What follows belongs to an exercise in optimizing a design on an open flow for small area and a short achievable clock period; a production flow would make more cautious choices.
At most, simulation tests tie the RTL to the original design; equivalence was not proved.
Function not checked in run 1: the RTL went through the layout flow alone.

==> flow/design.v, too long to show whole: its modules and the start of the top module <==
// module PWM_duty_cycle: 941 lines
// module PWM_duty_cycle_out: 8 lines
module PWM_duty_cycle (
    input clk,
    input rst,
    input pwm_in,
    output reg [7:0] duty_cycle
);
  // ...
==> flow/run.sh <==
#!/bin/bash
# synth_recipe.tcl (not shown) runs the flow's synth.tcl, then flattens the netlist and writes it again
# the make line also repeats each setting of config.mk as NAME=value (left out here)
make -C /OpenROAD-flow-scripts/flow DESIGN_CONFIG=/design/flow/config.mk WORK_HOME=/design/flow/orfs CLKGATE_MAP_FILE= SYNTH_SCRIPT=/design/flow/synth_recipe.tcl finish
==> flow/config.mk <==
export PLATFORM = sky130hd
export DESIGN_NAME = PWM_duty_cycle
export DESIGN_NICKNAME = PWM_duty_cycle
export VERILOG_FILES = /design/flow/design.v
export SDC_FILE = /design/flow/constraint.sdc
export NUM_CORES = 4
export LEC_CHECK = 0
export CAP_MARGIN = 20
export CORE_MARGIN = 2
export CORE_UTILIZATION = 40
export CTS_BUF_LIST = sky130_fd_sc_hd__clkbuf_4 sky130_fd_sc_hd__clkbuf_8
export SLEW_MARGIN = 20
export SYNTH_HIERARCHICAL = 1
==> flow/constraint.sdc <==
create_clock -name core_clock -period 110.0 [get_ports {clk}]
set_input_delay 22.0000 -clock core_clock [delete_from_list [all_inputs] [get_ports {clk}]]
set_output_delay 22.0000 -clock core_clock [all_outputs]
set_load 0.01 [all_outputs]
==> out/results.tsv, run 1 <==
stage	metric	value	unit
worst_setup_path	start_kind	register	
layout	fin_nets	1752	
layout	diodes	0	
status	status	no timing/DRC/antenna violations	
yosys	syn_area	14030	µm²
layout	largest_registers	a_r: 21 flops, pr4: 16 flops, t: 16 flops	
yosys	synth-xor-area-share	6.841	%
global_route	grt_pass1_wl	56120	µm
detailed_routing	drt_iter0_markers	525	
clocking	clock_path_buffers	2	
placed_design	place.gp.congestion	0.8712	
placed_design	pre_cts_slack	86.10	ns
worst_setup_path	crit_path_top_delay_cell	a2111oi_0	
layout	final_cells	1920	
worst_setup_path	r2r-start	t[1]	
yosys	async_reset_ff_share	10.99	%
min_path	worstHoldStart	a_r[11]	
sta	slew-limit-headroom	32.05	%
yosys	synth.yosys.warnings	7	
worst_setup_path	crit_path_start	t[1]	
clocking	insertion_delay	0.38	ns
sta	final.setup_skew	0.01461	ns
yosys	synth.top_cell.area_share	24.83	%
min_path	whs_path_depth	0	
clocking	post_cts_resized	0	
global_route	met1_usage	25.96	%
worst_setup_path	crit_end	duty_cycle[0]	
==> inputs of run 2 (changes only) <==
--- a/flow/design.v
+++ b/flow/design.v
@@ -1,120 +1,117 @@
 module PWM_duty_cycle (
     input clk,
     input rst,
     input pwm_in,
     output reg [7:0] duty_cycle
 );
-    reg [20:0] a_r;                      
+    reg [20:0] a;                        
     reg [15:0] t;                        
     reg        p;                        
-    reg        pp;                       
     reg        first;                    
-    reg  [8:0] pr2;                      
+    wire        fe = p & ~pwm_in;
+    wire        a_top = (a == 21'd1638375);  
+    wire [20:0] a_inc = a_top ? 21'd0 : a + 21'd25;
+    wire [22:0] n = {a, 2'b00};        
+    reg        pp;                       
+    reg [8:0] pr2;
+    reg [13:10] nx2;              
     reg [12:0] pr3;
     reg [15:0] pr4;
-    reg        qr7;                      
-    reg [13:10] nx2;                     
-    wire        fe = p & ~pwm_in;        
-    wire        clr = pp & ~p;           
-    wire [20:0] a_inc = (a_r == 21'd1638375) ? 21'd0 : a_r + 21'd25;
-    wire [20:0] a = clr ? 21'd25 : (p ? a_inc : a_r);    
-    wire [22:0] n1 = {a_r, 2'b00};       
-    wire [22:0] n3 = {a, 2'b00};         
-    wire [22:0] n4 = {a_r, 2'b00};       
+    reg qr7;
     wire [15:0] T1 = t + 16'd3;
-    wire [16:0] tz1;                   
+    wire [16:0] tz1;               
     assign tz1[16] = 1'b1;
     genvar g1;
     generate for (g1 = 0; g1 < 16; g1 = g1 + 1) begin : g_tz1
         assign tz1[g1] = tz1[g1+1] & ~T1[g1];
     end endgenerate
     wire [15:0] T2 = t + 16'd2;
-    wire [16:0] tz2;                   
+    wire [16:0] tz2;               
     assign tz2[16] = 1'b1;
     genvar g2;
     generate for (g2 = 0; g2 < 16; g2 = g2 + 1) begin : g_tz2
         assign tz2[g2] = tz2[g2+1] & ~T2[g2];
     end endgenerate
     wire [15:0] T3 = t + 16'd1;
-    wire [16:0] tz3;                   
+    wire [16:0] tz3;               
     assign tz3[16] = 1'b1;
     genvar g3;
     generate for (g3 = 0; g3 < 16; g3 = g3 + 1) begin : g_tz3
         assign tz3[g3] = tz3[g3+1] & ~T3[g3];
     end endgenerate
     wire [15:0] T4 = t;
-    wire [16:0] tz4;                   
+    wire [16:0] tz4;               
     assign tz4[16] = 1'b1;
     genvar g4;
     generate for (g4 = 0; g4 < 16; g4 = g4 + 1) begin : g_tz4
         assign tz4[g4] = tz4[g4+1] & ~T4[g4];
     end endgenerate
-    wire [0:0] s1v22 = n1[22];
+    wire [0:0] s1v22 = n[22];
     wire [1:0] s1b22;
     wire [0:0] s1d22;
     assign s1b22[0] = 1'b0;
     assign s1d22[0] = s1v22[0] ^ T1[0] ^ s1b22[0];
     assign s1b22[1] = (~s1v22[0] & T1[0]) | (~(s1v22[0] ^ T1[0]) & s1b22[0]);
     wire s1ge22 = ~s1b22[1] & tz1[1];
     wire [0:0] s1r22 = s1ge22 ? s1d22[0:0] : s1v22[0:0];
-    wire [1:0] s1v21 = {s1r22[0:0], n1[21]};
+    wire [1:0] s1v21 = {s1r22[0:0], n[21]};
     wire [2:0] s1b21;
     wire [1:0] s1d21;
     assign s1b21[0] = 1'b0;
     assign s1d21[0] = s1v21[0] ^ T1[0] ^ s1b21[0];
     assign s1d21[1] = s1v21[1] ^ T1[1] ^ s1b21[1];
     assign s1b21[1] = (~s1v21[0] & T1[0]) | (~(s1v21[0] ^ T1[0]) & s1b21[0]);
     assign s1b21[2] = (~s1v21[1] & T1[1]) | (~(s1v21[1] ^ T1[1]) & s1b21[1]);
     wire s1ge21 = ~s1b21[2] & tz1[2];
     wire [1:0] s1r21 = s1ge21 ? s1d21[1:0] : s1v21[1:0];
-    wire [2:0] s1v20 = {s1r21[1:0], n1[20]};
+    wire [2:0] s1v20 = {s1r21[1:0], n[20]};
     wire [3:0] s1b20;
     wire [2:0] s1d20;
     assign s1b20[0] = 1'b0;
     assign s1d20[0] = s1v20[0] ^ T1[0] ^ s1b20[0];
     assign s1d20[1] = s1v20[1] ^ T1[1] ^ s1b20[1];
     assign s1d20[2] = s1v20[2] ^ T1[2] ^ s1b20[2];
     assign s1b20[1] = (~s1v20[0] & T1[0]) | (~(s1v20[0] ^ T1[0]) & s1b20[0]);
     assign s1b20[2] = (~s1v20[1] & T1[1]) | (~(s1v20[1] ^ T1[1]) & s1b20[1]);
     assign s1b20[3] = (~s1v20[2] & T1[2]) | (~(s1v20[2] ^ T1[2]) & s1b20[2]);
     wire s1ge20 = ~s1b20[3] & tz1[3];
     wire [2:0] s1r20 = s1ge20 ? s1d20[2:0] : s1v20[2:0];
-    wire [3:0] s1v19 = {s1r20[2:0], n1[19]};
+    wire [3:0] s1v19 = {s1r20[2:0], n[19]};
     wire [4:0] s1b19;
     wire [3:0] s1d19;
     assign s1b19[0] = 1'b0;
     assign s1d19[0] = s1v19[0] ^ T1[0] ^ s1b19[0];
     assign s1d19[1] = s1v19[1] ^ T1[1] ^ s1b19[1];
     assign s1d19[2] = s1v19[2] ^ T1[2] ^ s1b19[2];
     assign s1d19[3] = s1v19[3] ^ T1[3] ^ s1b19[3];
     assign s1b19[1] = (~s1v19[0] & T1[0]) | (~(s1v19[0] ^ T1[0]) & s1b19[0]);
     assign s1b19[2] = (~s1v19[1] & T1[1]) | (~(s1v19[1] ^ T1[1]) & s1b19[1]);
     assign s1b19[3] = (~s1v19[2] & T1[2]) | (~(s1v19[2] ^ T1[2]) & s1b19[2]);
     assign s1b19[4] = (~s1v19[3] & T1[3]) | (~(s1v19[3] ^ T1[3]) & s1b19[3]);
     wire s1ge19 = ~s1b19[4] & tz1[4];
     wire [3:0] s1r19 = s1ge19 ? s1d19[3:0] : s1v19[3:0];
-    wire [4:0] s1v18 = {s1r19[3:0], n1[18]};
+    wire [4:0] s1v18 = {s1r19[3:0], n[18]};
     wire [5:0] s1b18;
     wire [4:0] s1d18;
     assign s1b18[0] = 1'b0;
     assign s1d18[0] = s1v18[0] ^ T1[0] ^ s1b18[0];
     assign s1d18[1] = s1v18[1] ^ T1[1] ^ s1b18[1];
     assign s1d18[2] = s1v18[2] ^ T1[2] ^ s1b18[2];
     assign s1d18[3] = s1v18[3] ^ T1[3] ^ s1b18[3];
     assign s1d18[4] = s1v18[4] ^ T1[4] ^ s1b18[4];
     assign s1b18[1] = (~s1v18[0] & T1[0]) | (~(s1v18[0] ^ T1[0]) & s1b18[0]);
     assign s1b18[2] = (~s1v18[1] & T1[1]) | (~(s1v18[1] ^ T1[1]) & s1b18[1]);
     assign s1b18[3] = (~s1v18[2] & T1[2]) | (~(s1v18[2] ^ T1[2]) & s1b18[2]);
     assign s1b18[4] = (~s1v18[3] & T1[3]) | (~(s1v18[3] ^ T1[3]) & s1b18[3]);
     assign s1b18[5] = (~s1v18[4] & T1[4]) | (~(s1v18[4] ^ T1[4]) & s1b18[4]);
     wire s1ge18 = ~s1b18[5] & tz1[5];
     wire [4:0] s1r18 = s1ge18 ? s1d18[4:0] : s1v18[4:0];
-    wire [5:0] s1v17 = {s1r18[4:0], n1[17]};
+    wire [5:0] s1v17 = {s1r18[4:0], n[17]};
     wire [6:0] s1b17;
     wire [5:0] s1d17;
     assign s1b17[0] = 1'b0;
     assign s1d17[0] = s1v17[0] ^ T1[0] ^ s1b17[0];
     assign s1d17[1] = s1v17[1] ^ T1[1] ^ s1b17[1];
     assign s1d17[2] = s1v17[2] ^ T1[2] ^ s1b17[2];
     assign s1d17[3] = s1v17[3] ^ T1[3] ^ s1b17[3];
     assign s1d17[4] = s1v17[4] ^ T1[4] ^ s1b17[4];
@@ -122,17 +119,17 @@
     assign s1b17[1] = (~s1v17[0] & T1[0]) | (~(s1v17[0] ^ T1[0]) & s1b17[0]);
     assign s1b17[2] = (~s1v17[1] & T1[1]) | (~(s1v17[1] ^ T1[1]) & s1b17[1]);
     assign s1b17[3] = (~s1v17[2] & T1[2]) | (~(s1v17[2] ^ T1[2]) & s1b17[2]);
     assign s1b17[4] = (~s1v17[3] & T1[3]) | (~(s1v17[3] ^ T1[3]) & s1b17[3]);
     assign s1b17[5] = (~s1v17[4] & T1[4]) | (~(s1v17[4] ^ T1[4]) & s1b17[4]);
     assign s1b17[6] = (~s1v17[5] & T1[5]) | (~(s1v17[5] ^ T1[5]) & s1b17[5]);
     wire s1ge17 = ~s1b17[6] & tz1[6];
     wire [5:0] s1r17 = s1ge17 ? s1d17[5:0] : s1v17[5:0];
-    wire [6:0] s1v16 = {s1r17[5:0], n1[16]};
+    wire [6:0] s1v16 = {s1r17[5:0], n[16]};
     wire [7:0] s1b16;
     wire [6:0] s1d16;
     assign s1b16[0] = 1'b0;
     assign s1d16[0] = s1v16[0] ^ T1[0] ^ s1b16[0];
     assign s1d16[1] = s1v16[1] ^ T1[1] ^ s1b16[1];
     assign s1d16[2] = s1v16[2] ^ T1[2] ^ s1b16[2];
     assign s1d16[3] = s1v16[3] ^ T1[3] ^ s1b16[3];
     assign s1d16[4] = s1v16[4] ^ T1[4] ^ s1b16[4];
@@ -142,17 +139,17 @@
     assign s1b16[2] = (~s1v16[1] & T1[1]) | (~(s1v16[1] ^ T1[1]) & s1b16[1]);
     assign s1b16[3] = (~s1v16[2] & T1[2]) | (~(s1v16[2] ^ T1[2]) & s1b16[2]);
     assign s1b16[4] = (~s1v16[3] & T1[3]) | (~(s1v16[3] ^ T1[3]) & s1b16[3]);
     assign s1b16[5] = (~s1v16[4] & T1[4]) | (~(s1v16[4] ^ T1[4]) & s1b16[4]);
     assign s1b16[6] = (~s1v16[5] & T1[5]) | (~(s1v16[5] ^ T1[5]) & s1b16[5]);
     assign s1b16[7] = (~s1v16[6] & T1[6]) | (~(s1v16[6] ^ T1[6]) & s1b16[6]);
     wire s1ge16 = ~s1b16[7] & tz1[7];
     wire [6:0] s1r16 = s1ge16 ? s1d16[6:0] : s1v16[6:0];
-    wire [7:0] s1v15 = {s1r16[6:0], n1[15]};
+    wire [7:0] s1v15 = {s1r16[6:0], n[15]};
     wire [8:0] s1b15;
     wire [7:0] s1d15;
     assign s1b15[0] = 1'b0;
     assign s1d15[0] = s1v15[0] ^ T1[0] ^ s1b15[0];
     assign s1d15[1] = s1v15[1] ^ T1[1] ^ s1b15[1];
     assign s1d15[2] = s1v15[2] ^ T1[2] ^ s1b15[2];
     assign s1d15[3] = s1v15[3] ^ T1[3] ^ s1b15[3];
     assign s1d15[4] = s1v15[4] ^ T1[4] ^ s1b15[4];
@@ -164,17 +161,17 @@
     assign s1b15[3] = (~s1v15[2] & T1[2]) | (~(s1v15[2] ^ T1[2]) & s1b15[2]);
     assign s1b15[4] = (~s1v15[3] & T1[3]) | (~(s1v15[3] ^ T1[3]) & s1b15[3]);
     assign s1b15[5] = (~s1v15[4] & T1[4]) | (~(s1v15[4] ^ T1[4]) & s1b15[4]);
     assign s1b15[6] = (~s1v15[5] & T1[5]) | (~(s1v15[5] ^ T1[5]) & s1b15[5]);
     assign s1b15[7] = (~s1v15[6] & T1[6]) | (~(s1v15[6] ^ T1[6]) & s1b15[6]);
     assign s1b15[8] = (~s1v15[7] & T1[7]) | (~(s1v15[7] ^ T1[7]) & s1b15[7]);
     wire s1ge15 = ~s1b15[8] & tz1[8];
     wire [7:0] s1r15 = s1ge15 ? s1d15[7:0] : s1v15[7:0];
-    wire [8:0] s1v14 = {s1r15[7:0], n1[14]};
+    wire [8:0] s1v14 = {s1r15[7:0], n[14]};
     wire [9:0] s1b14;
     wire [8:0] s1d14;
     assign s1b14[0] = 1'b0;
     assign s1d14[0] = s1v14[0] ^ T1[0] ^ s1b14[0];
     assign s1d14[1] = s1v14[1] ^ T1[1] ^ s1b14[1];
     assign s1d14[2] = s1v14[2] ^ T1[2] ^ s1b14[2];
     assign s1d14[3] = s1v14[3] ^ T1[3] ^ s1b14[3];
     assign s1d14[4] = s1v14[4] ^ T1[4] ^ s1b14[4];
@@ -188,17 +185,18 @@
     assign s1b14[4] = (~s1v14[3] & T1[3]) | (~(s1v14[3] ^ T1[3]) & s1b14[3]);
     assign s1b14[5] = (~s1v14[4] & T1[4]) | (~(s1v14[4] ^ T1[4]) & s1b14[4]);
     assign s1b14[6] = (~s1v14[5] & T1[5]) | (~(s1v14[5] ^ T1[5]) & s1b14[5]);
     assign s1b14[7] = (~s1v14[6] & T1[6]) | (~(s1v14[6] ^ T1[6]) & s1b14[6]);
     assign s1b14[8] = (~s1v14[7] & T1[7]) | (~(s1v14[7] ^ T1[7]) & s1b14[7]);
     assign s1b14[9] = (~s1v14[8] & T1[8]) | (~(s1v14[8] ^ T1[8]) & s1b14[8]);
     wire s1ge14 = ~s1b14[9] & tz1[9];
     wire [8:0] s1r14 = s1ge14 ? s1d14[8:0] : s1v14[8:0];
-    wire [9:0] s2v13 = {pr2[8:0], nx2[13]};
+    wire [8:0] P2 = pr2;
+    wire [9:0] s2v13 = {P2[8:0], nx2[13]};
     wire [10:0] s2b13;
     wire [9:0] s2d13;
     assign s2b13[0] = 1'b0;
     assign s2d13[0] = s2v13[0] ^ T2[0] ^ s2b13[0];
     assign s2d13[1] = s2v13[1] ^ T2[1] ^ s2b13[1];
     assign s2d13[2] = s2v13[2] ^ T2[2] ^ s2b13[2];
     assign s2d13[3] = s2v13[3] ^ T2[3] ^ s2b13[3];
     assign s2d13[4] = s2v13[4] ^ T2[4] ^ s2b13[4];
@@ -304,22 +302,22 @@
     assign s2b10[8] = (~s2v10[7] & T2[7]) | (~(s2v10[7] ^ T2[7]) & s2b10[7]);
     assign s2b10[9] = (~s2v10[8] & T2[8]) | (~(s2v10[8] ^ T2[8]) & s2b10[8]);
     assign s2b10[10] = (~s2v10[9] & T2[9]) | (~(s2v10[9] ^ T2[9]) & s2b10[9]);
     assign s2b10[11] = (~s2v10[10] & T2[10]) | (~(s2v10[10] ^ T2[10]) & s2b10[10]);
     assign s2b10[12] = (~s2v10[11] & T2[11]) | (~(s2v10[11] ^ T2[11]) & s2b10[11]);
     assign s2b10[13] = (~s2v10[12] & T2[12]) | (~(s2v10[12] ^ T2[12]) & s2b10[12]);
     wire s2ge10 = ~s2b10[13] & tz2[13];
     wire [12:0] s2r10 = s2ge10 ? s2d10[12:0] : s2v10[12:0];
-    wire        cb3 = (a[7:0] < 8'd75);
-    wire        sm3 = (a[20:8] == 13'd0);            
+    wire sm3 = (a[20:8] == 0);              
+    wire cb3 = (p & pp) ? (a[7:0] < 8'd50) : (p | pp) & (a[7:0] < 8'd25);   
     wire [12:0] pi3 = pr3 + cb3;
-    wire        pe3 = ({3'd0, pi3} == T3);           
+    wire pe3 = ({3'd0, pi3} == T3);
     wire [12:0] P3 = (sm3 | pe3) ? 13'd0 : pi3;
-    wire [13:0] s3v9 = {P3[12:0], n3[9]};
+    wire [13:0] s3v9 = {P3[12:0], n[9]};
     wire [14:0] s3b9;
     wire [13:0] s3d9;
     assign s3b9[0] = 1'b0;
     assign s3d9[0] = s3v9[0] ^ T3[0] ^ s3b9[0];
     assign s3d9[1] = s3v9[1] ^ T3[1] ^ s3b9[1];
     assign s3d9[2] = s3v9[2] ^ T3[2] ^ s3b9[2];
     assign s3d9[3] = s3v9[3] ^ T3[3] ^ s3b9[3];
     assign s3d9[4] = s3v9[4] ^ T3[4] ^ s3b9[4];
@@ -343,17 +341,17 @@
     assign s3b9[9] = (~s3v9[8] & T3[8]) | (~(s3v9[8] ^ T3[8]) & s3b9[8]);
     assign s3b9[10] = (~s3v9[9] & T3[9]) | (~(s3v9[9] ^ T3[9]) & s3b9[9]);
     assign s3b9[11] = (~s3v9[10] & T3[10]) | (~(s3v9[10] ^ T3[10]) & s3b9[10]);
     assign s3b9[12] = (~s3v9[11] & T3[11]) | (~(s3v9[11] ^ T3[11]) & s3b9[11]);
     assign s3b9[13] = (~s3v9[12] & T3[12]) | (~(s3v9[12] ^ T3[12]) & s3b9[12]);
     assign s3b9[14] = (~s3v9[13] & T3[13]) | (~(s3v9[13] ^ T3[13]) & s3b9[13]);
     wire s3ge9 = ~s3b9[14] & tz3[14];
     wire [13:0] s3r9 = s3ge9 ? s3d9[13:0] : s3v9[13:0];
-    wire [14:0] s3v8 = {s3r9[13:0], n3[8]};
+    wire [14:0] s3v8 = {s3r9[13:0], n[8]};
     wire [15:0] s3b8;
     wire [14:0] s3d8;
     assign s3b8[0] = 1'b0;
     assign s3d8[0] = s3v8[0] ^ T3[0] ^ s3b8[0];
     assign s3d8[1] = s3v8[1] ^ T3[1] ^ s3b8[1];
     assign s3d8[2] = s3v8[2] ^ T3[2] ^ s3b8[2];
     assign s3d8[3] = s3v8[3] ^ T3[3] ^ s3b8[3];
     assign s3d8[4] = s3v8[4] ^ T3[4] ^ s3b8[4];
@@ -379,17 +377,17 @@
     assign s3b8[10] = (~s3v8[9] & T3[9]) | (~(s3v8[9] ^ T3[9]) & s3b8[9]);
     assign s3b8[11] = (~s3v8[10] & T3[10]) | (~(s3v8[10] ^ T3[10]) & s3b8[10]);
     assign s3b8[12] = (~s3v8[11] & T3[11]) | (~(s3v8[11] ^ T3[11]) & s3b8[11]);
     assign s3b8[13] = (~s3v8[12] & T3[12]) | (~(s3v8[12] ^ T3[12]) & s3b8[12]);
     assign s3b8[14] = (~s3v8[13] & T3[13]) | (~(s3v8[13] ^ T3[13]) & s3b8[13]);
     assign s3b8[15] = (~s3v8[14] & T3[14]) | (~(s3v8[14] ^ T3[14]) & s3b8[14]);
     wire s3ge8 = ~s3b8[15] & tz3[15];
     wire [14:0] s3r8 = s3ge8 ? s3d8[14:0] : s3v8[14:0];
-    wire [15:0] s3v7 = {s3r8[14:0], n3[7]};
+    wire [15:0] s3v7 = {s3r8[14:0], n[7]};
     wire [16:0] s3b7;
     wire [15:0] s3d7;
     assign s3b7[0] = 1'b0;
     assign s3d7[0] = s3v7[0] ^ T3[0] ^ s3b7[0];
     assign s3d7[1] = s3v7[1] ^ T3[1] ^ s3b7[1];
     assign s3d7[2] = s3v7[2] ^ T3[2] ^ s3b7[2];
     assign s3d7[3] = s3v7[3] ^ T3[3] ^ s3b7[3];
     assign s3d7[4] = s3v7[4] ^ T3[4] ^ s3b7[4];
@@ -417,17 +415,20 @@
     assign s3b7[11] = (~s3v7[10] & T3[10]) | (~(s3v7[10] ^ T3[10]) & s3b7[10]);
     assign s3b7[12] = (~s3v7[11] & T3[11]) | (~(s3v7[11] ^ T3[11]) & s3b7[11]);
     assign s3b7[13] = (~s3v7[12] & T3[12]) | (~(s3v7[12] ^ T3[12]) & s3b7[12]);
     assign s3b7[14] = (~s3v7[13] & T3[13]) | (~(s3v7[13] ^ T3[13]) & s3b7[13]);
     assign s3b7[15] = (~s3v7[14] & T3[14]) | (~(s3v7[14] ^ T3[14]) & s3b7[14]);
     assign s3b7[16] = (~s3v7[15] & T3[15]) | (~(s3v7[15] ^ T3[15]) & s3b7[15]);
     wire s3ge7 = ~s3b7[16];
     wire [15:0] s3r7 = s3ge7 ? s3d7[15:0] : s3v7[15:0];
-    wire [16:0] s4v6 = {pr4[15:0], n4[6]};
+    wire [4:0] al = a[4:0] - 5'd25;
+    wire [6:0] nd4 = {al, 2'b00};
+    wire [15:0] P4 = pr4;
+    wire [16:0] s4v6 = {P4[15:0], nd4[6]};
     wire [17:0] s4b6;
     wire [16:0] s4d6;
     assign s4b6[0] = 1'b0;
     assign s4d6[0] = s4v6[0] ^ T4[0] ^ s4b6[0];
     assign s4d6[1] = s4v6[1] ^ T4[1] ^ s4b6[1];
     assign s4d6[2] = s4v6[2] ^ T4[2] ^ s4b6[2];
     assign s4d6[3] = s4v6[3] ^ T4[3] ^ s4b6[3];
     assign s4d6[4] = s4v6[4] ^ T4[4] ^ s4b6[4];
@@ -457,17 +458,17 @@
     assign s4b6[12] = (~s4v6[11] & T4[11]) | (~(s4v6[11] ^ T4[11]) & s4b6[11]);
     assign s4b6[13] = (~s4v6[12] & T4[12]) | (~(s4v6[12] ^ T4[12]) & s4b6[12]);
     assign s4b6[14] = (~s4v6[13] & T4[13]) | (~(s4v6[13] ^ T4[13]) & s4b6[13]);
     assign s4b6[15] = (~s4v6[14] & T4[14]) | (~(s4v6[14] ^ T4[14]) & s4b6[14]);
     assign s4b6[16] = (~s4v6[15] & T4[15]) | (~(s4v6[15] ^ T4[15]) & s4b6[15]);
     assign s4b6[17] = (~s4v6[16] & 1'b0) | (~(s4v6[16] ^ 1'b0) & s4b6[16]);
     wire s4ge6 = ~s4b6[17];
     wire [15:0] s4r6 = s4ge6 ? s4d6[15:0] : s4v6[15:0];
-    wire [16:0] s4v5 = {s4r6[15:0], n4[5]};
+    wire [16:0] s4v5 = {s4r6[15:0], nd4[5]};
     wire [17:0] s4b5;
     wire [16:0] s4d5;
     assign s4b5[0] = 1'b0;
     assign s4d5[0] = s4v5[0] ^ T4[0] ^ s4b5[0];
     assign s4d5[1] = s4v5[1] ^ T4[1] ^ s4b5[1];
     assign s4d5[2] = s4v5[2] ^ T4[2] ^ s4b5[2];
     assign s4d5[3] = s4v5[3] ^ T4[3] ^ s4b5[3];
     assign s4d5[4] = s4v5[4] ^ T4[4] ^ s4b5[4];
@@ -532,17 +533,17 @@
     assign s4b5[12] = s4g5[11] | (s4p5[11] & s4g5[10]) | (s4p5[11] & s4p5[10] & s4b5[10]);
     assign s4b5[13] = s4g5[12] | (s4p5[12] & s4b5[12]);
     assign s4b5[14] = s4g5[13] | (s4p5[13] & s4g5[12]) | (s4p5[13] & s4p5[12] & s4b5[12]);
     assign s4b5[15] = s4g5[14] | (s4p5[14] & s4b5[14]);
     assign s4b5[16] = s4g5[15] | (s4p5[15] & s4g5[14]) | (s4p5[15] & s4p5[14] & s4b5[14]);
     assign s4b5[17] = s4g5[16] | (s4p5[16] & s4b5[16]);
     wire s4ge5 = ~s4b5[17];
     wire [15:0] s4r5 = s4ge5 ? s4d5[15:0] : s4v5[15:0];
-    wire [16:0] s4v4 = {s4r5[15:0], n4[4]};
+    wire [16:0] s4v4 = {s4r5[15:0], nd4[4]};
     wire [17:0] s4b4;
     wire [16:0] s4d4;
     assign s4b4[0] = 1'b0;
     assign s4d4[0] = s4v4[0] ^ T4[0] ^ s4b4[0];
     assign s4d4[1] = s4v4[1] ^ T4[1] ^ s4b4[1];
     assign s4d4[2] = s4v4[2] ^ T4[2] ^ s4b4[2];
     assign s4d4[3] = s4v4[3] ^ T4[3] ^ s4b4[3];
     assign s4d4[4] = s4v4[4] ^ T4[4] ^ s4b4[4];
@@ -607,17 +608,17 @@
     assign s4b4[12] = s4g4[11] | (s4p4[11] & s4g4[10]) | (s4p4[11] & s4p4[10] & s4b4[10]);
     assign s4b4[13] = s4g4[12] | (s4p4[12] & s4b4[12]);
     assign s4b4[14] = s4g4[13] | (s4p4[13] & s4g4[12]) | (s4p4[13] & s4p4[12] & s4b4[12]);
     assign s4b4[15] = s4g4[14] | (s4p4[14] & s4b4[14]);
     assign s4b4[16] = s4g4[15] | (s4p4[15] & s4g4[14]) | (s4p4[15] & s4p4[14] & s4b4[14]);
     assign s4b4[17] = s4g4[16] | (s4p4[16] & s4b4[16]);
     wire s4ge4 = ~s4b4[17];
     wire [15:0] s4r4 = s4ge4 ? s4d4[15:0] : s4v4[15:0];
-    wire [16:0] s4v3 = {s4r4[15:0], n4[3]};
+    wire [16:0] s4v3 = {s4r4[15:0], nd4[3]};
     wire [17:0] s4b3;
     wire [16:0] s4d3;
     assign s4b3[0] = 1'b0;
     assign s4d3[0] = s4v3[0] ^ T4[0] ^ s4b3[0];
     assign s4d3[1] = s4v3[1] ^ T4[1] ^ s4b3[1];
     assign s4d3[2] = s4v3[2] ^ T4[2] ^ s4b3[2];
     assign s4d3[3] = s4v3[3] ^ T4[3] ^ s4b3[3];
     assign s4d3[4] = s4v3[4] ^ T4[4] ^ s4b3[4];
@@ -682,17 +683,17 @@
     assign s4b3[12] = s4g3[11] | (s4p3[11] & s4g3[10]) | (s4p3[11] & s4p3[10] & s4b3[10]);
     assign s4b3[13] = s4g3[12] | (s4p3[12] & s4b3[12]);
     assign s4b3[14] = s4g3[13] | (s4p3[13] & s4g3[12]) | (s4p3[13] & s4p3[12] & s4b3[12]);
     assign s4b3[15] = s4g3[14] | (s4p3[14] & s4b3[14]);
     assign s4b3[16] = s4g3[15] | (s4p3[15] & s4g3[14]) | (s4p3[15] & s4p3[14] & s4b3[14]);
     assign s4b3[17] = s4g3[16] | (s4p3[16] & s4b3[16]);
     wire s4ge3 = ~s4b3[17];
     wire [15:0] s4r3 = s4ge3 ? s4d3[15:0] : s4v3[15:0];
-    wire [16:0] s4v2 = {s4r3[15:0], n4[2]};
+    wire [16:0] s4v2 = {s4r3[15:0], nd4[2]};
     wire [17:0] s4b2;
     wire [16:0] s4d2;
     assign s4b2[0] = 1'b0;
     assign s4d2[0] = s4v2[0] ^ T4[0] ^ s4b2[0];
     assign s4d2[1] = s4v2[1] ^ T4[1] ^ s4b2[1];
     assign s4d2[2] = s4v2[2] ^ T4[2] ^ s4b2[2];
     assign s4d2[3] = s4v2[3] ^ T4[3] ^ s4b2[3];
     assign s4d2[4] = s4v2[4] ^ T4[4] ^ s4b2[4];
@@ -757,17 +758,17 @@
     assign s4b2[12] = s4g2[11] | (s4p2[11] & s4g2[10]) | (s4p2[11] & s4p2[10] & s4b2[10]);
     assign s4b2[13] = s4g2[12] | (s4p2[12] & s4b2[12]);
     assign s4b2[14] = s4g2[13] | (s4p2[13] & s4g2[12]) | (s4p2[13] & s4p2[12] & s4b2[12]);
     assign s4b2[15] = s4g2[14] | (s4p2[14] & s4b2[14]);
     assign s4b2[16] = s4g2[15] | (s4p2[15] & s4g2[14]) | (s4p2[15] & s4p2[14] & s4b2[14]);
     assign s4b2[17] = s4g2[16] | (s4p2[16] & s4b2[16]);
     wire s4ge2 = ~s4b2[17];
     wire [15:0] s4r2 = s4ge2 ? s4d2[15:0] : s4v2[15:0];
-    wire [16:0] s4v1 = {s4r2[15:0], n4[1]};
+    wire [16:0] s4v1 = {s4r2[15:0], nd4[1]};
     wire [17:0] s4b1;
     wire [16:0] s4d1;
     assign s4b1[0] = 1'b0;
     assign s4d1[0] = s4v1[0] ^ T4[0] ^ s4b1[0];
     assign s4d1[1] = s4v1[1] ^ T4[1] ^ s4b1[1];
     assign s4d1[2] = s4v1[2] ^ T4[2] ^ s4b1[2];
     assign s4d1[3] = s4v1[3] ^ T4[3] ^ s4b1[3];
     assign s4d1[4] = s4v1[4] ^ T4[4] ^ s4b1[4];
@@ -832,17 +833,17 @@
     assign s4b1[12] = s4g1[11] | (s4p1[11] & s4g1[10]) | (s4p1[11] & s4p1[10] & s4b1[10]);
     assign s4b1[13] = s4g1[12] | (s4p1[12] & s4b1[12]);
     assign s4b1[14] = s4g1[13] | (s4p1[13] & s4g1[12]) | (s4p1[13] & s4p1[12] & s4b1[12]);
     assign s4b1[15] = s4g1[14] | (s4p1[14] & s4b1[14]);
     assign s4b1[16] = s4g1[15] | (s4p1[15] & s4g1[14]) | (s4p1[15] & s4p1[14] & s4b1[14]);
     assign s4b1[17] = s4g1[16] | (s4p1[16] & s4b1[16]);
     wire s4ge1 = ~s4b1[17];
     wire [15:0] s4r1 = s4ge1 ? s4d1[15:0] : s4v1[15:0];
-    wire [16:0] s4v0 = {s4r1[15:0], n4[0]};
+    wire [16:0] s4v0 = {s4r1[15:0], nd4[0]};
     wire [17:0] s4b0;
     wire [16:0] s4d0;
     assign s4b0[0] = 1'b0;
     assign s4d0[0] = s4v0[0] ^ T4[0] ^ s4b0[0];
     assign s4d0[1] = s4v0[1] ^ T4[1] ^ s4b0[1];
     assign s4d0[2] = s4v0[2] ^ T4[2] ^ s4b0[2];
     assign s4d0[3] = s4v0[3] ^ T4[3] ^ s4b0[3];
     assign s4d0[4] = s4v0[4] ^ T4[4] ^ s4b0[4];
@@ -909,41 +910,38 @@
     assign s4b0[14] = s4g0[13] | (s4p0[13] & s4g0[12]) | (s4p0[13] & s4p0[12] & s4b0[12]);
     assign s4b0[15] = s4g0[14] | (s4p0[14] & s4b0[14]);
     assign s4b0[16] = s4g0[15] | (s4p0[15] & s4g0[14]) | (s4p0[15] & s4p0[14] & s4b0[14]);
     assign s4b0[17] = s4g0[16] | (s4p0[16] & s4b0[16]);
     wire s4ge0 = ~s4b0[17];
     wire [15:0] s4r0 = s4ge0 ? s4d0[15:0] : s4v0[15:0];
     wire [7:0] q = {qr7, s4ge6, s4ge5, s4ge4, s4ge3, s4ge2, s4ge1, s4ge0};
     always @(posedge clk) begin
+        pp <= p;
         pr2 <= s1r14;
-        nx2 <= n1[13:10];
+        nx2 <= n[13:10];
         pr3 <= s2r10;
         pr4 <= s3r7;
         qr7 <= s3ge7;
-        a_r <= a;
-        t <= fe ? 16'd0 : T3;
-        pp <= p;
     end
-    wire [7:0] duty_n;
-    PWM_duty_cycle_out u_out (
-        .sel(fe & ~first & ~tz4[0]), .q(q), .duty(duty_cycle), .duty_n(duty_n)
-    );
+    always @(posedge clk) begin
+        if (fe) begin
+            a <= 21'd25;
+            t <= 16'd0;
+        end else begin
+            t <= T3;
+            if (pwm_in) a <= a_inc;
+        end
+    end
     always @(posedge clk or posedge rst) begin
         if (rst) begin
             p <= 1'b0;
             first <= 1'b1;
             duty_cycle <= 8'd0;
         end else begin
-            duty_cycle <= duty_n;
-            if (fe) first <= 1'b0;
+            if (fe) begin
+                if (!first && !tz4[0]) duty_cycle <= q;
+                first <= 1'b0;
+            end
             p <= pwm_in;
         end
     end
 endmodule
-module PWM_duty_cycle_out (
-    input        sel,
-    input  [7:0] q,
-    input  [7:0] duty,
-    output [7:0] duty_n
-);
-    assign duty_n = sel ? q : duty;
-endmodule
--- a/flow/config.mk
+++ b/flow/config.mk
@@ -5,9 +5,8 @@
 export SDC_FILE = /design/flow/constraint.sdc
 export NUM_CORES = 4
 export LEC_CHECK = 0
 export CAP_MARGIN = 20
 export CORE_MARGIN = 2
 export CORE_UTILIZATION = 40
 export CTS_BUF_LIST = sky130_fd_sc_hd__clkbuf_4 sky130_fd_sc_hd__clkbuf_8
 export SLEW_MARGIN = 20
-export SYNTH_HIERARCHICAL = 1
==> out/results.tsv, run 2 <==
stage	metric	value	unit	change
layout	largest_registers	a: 21 flops, pr4: 16 flops, t: 16 flops		was a_r: 21 flops, pr4: 16 flops, t: 16 flops
floorplanning	ios	11		unchanged
sta	finalHoldViolCount	0		unchanged
sta	final.setup_skew	0.01829	ns	was 0.01461 ns
global_route	grt_max_degree	27		was 29
worst_setup_path	crit_buf_inv	2		was 7
global_route	overflow	0		unchanged
clocking	cts_buffers	9		unchanged
yosys	syn_area	13660	µm²	was 14030 µm²
sta	slew-limit-headroom	32.97	%	was 32.05%
worst_setup_path	path_delay_family	buffers and inverters		was adder cells
yosys	synth_cell_types	87		was 95
worst_setup_path	cpPeakStageDelay	0.71	ns	was 0.82 ns
clocking	h-tree-depth	3		unchanged
sta	grt_setup_unrepaired	no		unchanged
placed_design	hpwl	25450	µm	was 27290 µm
clocking	clock_sinks	91		unchanged
layout	final_common_cell	fa_1		unchanged
layout	final_cell_mix	fa_1, inv_1, ha_1		unchanged
sta	fmax	41.68	MHz	was 42.00 MHz
yosys	seq_area_frac_synth	13.71	%	was 13.35%
yosys	synth.yosys.warnings	1		was 7
worst_setup_path	cp.required	110.32	ns	about the same
layout	diodes	0		unchanged
global_route	grtUsageTotal	18.51	%	was 19.31%
yosys	synth.top_cells.by_count	fa_1, inv_1, ha_1		unchanged
worst_setup_path	start_kind	input pin		was register
sta	tns	0	ns	unchanged
clocking	holdBufCountCts	0		unchanged
floorplanning	die_y	188.8	µm	was 191.3 µm
sta	setup_slack	86.01	ns	was 86.19 ns
layout	areaGrowthSynthToFinish	5.542	%	was 5.878%
yosys	synth_top_cell_by_area	fa_1		unchanged
yosys	async_reset_ff_share	10.99	%	unchanged
clocking	cts_tree	yes		unchanged
yosys	syn_area_per_cell	9.785	µm²	was 9.576 µm²
yosys	synth.most_common_cell	fa_1		unchanged
floorplanning	die_area	35640	µm²	was 36580 µm²
clocking	clock_path_buffers	2		unchanged
yosys	synth.top_cell.area_share	25.50	%	was 24.83%
detailed_routing	routed_wl	30840	µm	was 33250 µm
layout	regMostFlops	a		was a_r
global_route	antenna_found_initial	0		unchanged
sta	finalMaxSlewViolations	0		unchanged
worst_setup_path	path_cells	clkdlybuf4s50_1, nor2b_1, buf_4, nand3b_1, nor2b_1, a211o_1, o21ai_1		
sta	period_minus_slack	23.99	ns	was 23.81 ns
detailed_routing	ant_nets	0		unchanged
yosys	synth_edf_count	0		unchanged
detailed_routing	vias_per_cell	5.325		was 5.437
yosys	syn-num-nets	1688		was 1756
layout	finalCoreUtilization	42.89	%	was 43.00%
worst_setup_path	r2r_setup_slack	86.77	ns	was 86.19 ns
sta	setup_violations	0		unchanged
worst_setup_path	cp-end-kind	register		unchanged
worst_setup_path	crit_top_cell	nor2b_1		was fa_1
sta	worst_slew_pin_slew	0.9983	ns	was 1.016 ns
detailed_routing	drt_first_pass_iters	6		was 5
layout	fin_nets	1679		was 1752
detailed_routing	drc_errors	0		unchanged
clocking	post_cts_resized	0		unchanged
yosys	syn_inst	1396		was 1465
min_path	hp-class	register to register		unchanged
yosys	yosys_register_bits	91		unchanged
floorplanning	die_x	188.8	µm	was 191.3 µm
clocking	insertion_delay	0.40	ns	was 0.38 ns
global_route	grt_pass1_wl	53620	µm	was 56120 µm
global_route	grt_pass1_vias	10610		was 10710
floorplanning	initial_core_util	40.63	%	was 40.61%
floorplanning	rows	67		was 68
worst_setup_path	worst-setup-path-type	input pin to register		was register to register
clocking	clkSlewWorstSetupHoldPaths	0.11	ns	was 0.10 ns
layout	drive_above_1_share	9.698	%	was 11.95%
sta	finalCritPeriodShare	21.81	%	was 21.65%
worst_setup_path	crit_path_top_delay_cell	clkdlybuf4s50_1		was a2111oi_0
yosys	synthTopCellsByArea	fa_1, dfxtp_1, ha_1, mux2i_1, mux2_2		was fa_1, dfxtp_1, ha_1, mux2_2, mux2i_1
detailed_routing	wire_per_inst	16.76	µm	was 17.32 µm
flow_run	cap_viol_max_count	0		unchanged
clocking	root_buffer	clkbuf_8		unchanged
placed_design	port_buffers	10		unchanged
worst_setup_path	cp.arrival	24.32	ns	was 24.13 ns
placed_design	place.gp.congestion	0.8128		was 0.8712
detailed_routing	drt_iter0_markers	569		was 525
floorplanning	core_area	33620	µm²	was 34540 µm²
yosys	synth_flop_cell	dfxtp_1		unchanged
status	status	no timing/DRC/antenna violations		unchanged
worst_setup_path	critical_path.max_fanout	19		was 21
layout	largest_reg_flops	21		unchanged
detailed_routing	vias	9798		was 10440
clocking	postCtsSetupBuffers	0		unchanged
placed_design	pre_cts_slack	85.62	ns	was 86.10 ns
## run 2: changes by cell type in the layout (fill, tap and decap cells not counted), moves of 8 or more
cell     delta
xnor2_1     +8
nand2_1    -27
o21ai_0    -10
mux2_2     -10
inv_1      -12
nand4_1     +8
or2_2      -11
a31oi_1     -9
nand3_1    -14
mux2i_1    +31
## run 2: area by class of cell
type | instances | area (µm²)
Clock buffer | 9 | 123.9
Timing Repair Buffer | 29 | 242.7
Clock inverter | 7 | 58.81
Tap cell | 448 | 560.5
Fill cell | 3274 | 19200
Multi-Input combinational cell | 1131 | 11090
Sequential cell | 91 | 1873
Inverter | 125 | 469.2
## run 2: path summary, 6_finish.rpt
check | cells after the start | end | startpoint
worst max-delay path | 7 | duty_cycle[0] | pwm_in
worst min-delay path | 0 | nx2[13] | a[11]
worst max register to register | 78 | duty_cycle[0] | t[1]
worst min register to register | 0 | nx2[13] | a[11]
max in group asynchronous | 2 | first | rst
min in group asynchronous | 2 | duty_cycle[0] | rst
## run 2: routing by layer
metal / part of all wire, % / track usage (%) / vias up / wire length (µm)
li1: - / - / 4818 / -
met1: 46 / 23.71 / 4865 / 14170
met2: 50 / 33.23 / 93 / 15470
met3: 2.6 / 2.477 / 22 / 803
met4: 1.3 / 3.816 / 0 / 398
met5: 0 / 0 / - / 0
## run 2: worst register-to-register path, delay by kind of cell, from the launching register on
family                   cells  cell delay, ns
AND/OR/NAND/NOR             14            3.21
buffers and inverters        4            1.25
flip-flops                   1            0.77
adder cells (fa/ha/maj)     21            8.28
multiplexers                 6            1.74
AO/OA/AOI/OAI               33            7.92
## run 2: metrics by stage
step	area [µm²]	cells	hold slack [ns]
2_1_floorplan	13660	1396	0.3710
3_3_place_gp	14230	1824	0.4074
3_5_place_dp	14230	1824	0.4073
4_1_cts	14410	1840	0.4482
5_1_grt	14420	1840	0.4565
6_report	14420	1840	0.4522
## run 2: cells by family after synthesis
kind of cell / synth area share (%)
compound gates: 9.747
mux: 15.29
simple gates: 12.71
buf+inv: 5.166
flops: 13.71
xor+xnor: 7.337
fa+ha+maj: 36.04

==> re-timing with driven ports <==
The results above use ideal ports. As a check the final layouts listed here were re-extracted and re-timed, cells and wires unchanged. Step 1, drivers: a clkbuf_16 drives clk and a buf_2 each remaining input, both assumed. Step 2 times the ports against the registers' clock, not the clock port: input delays grow and output delays shrink by t, the midpoint of the rising clock arrivals with the driver on. a / b / c = ideal ports / drivers / drivers and shift; a / b = the first two.
| run | t, ns | setup slack, ns | hold WS [ns] | worst setup path after step 2 | latest minus earliest clock arrival (ns) |
|---|---|---|---|---|---|
| run 1 | 0.421 | 86.190 / 86.190 / 86.103 | 0.431 / 0.431 / 0.431 | input to register | 0.015 / 0.015 |
| run 2 | 0.440 | 86.006 / 86.029 / 85.589 | 0.452 / 0.452 / 0.452 | input to register | 0.018 / 0.018 |
After both steps every run listed still meets setup and hold. The setup slack of run 2, which loses most, moves by +0.023 ns with the drivers and by -0.417 ns with both steps.
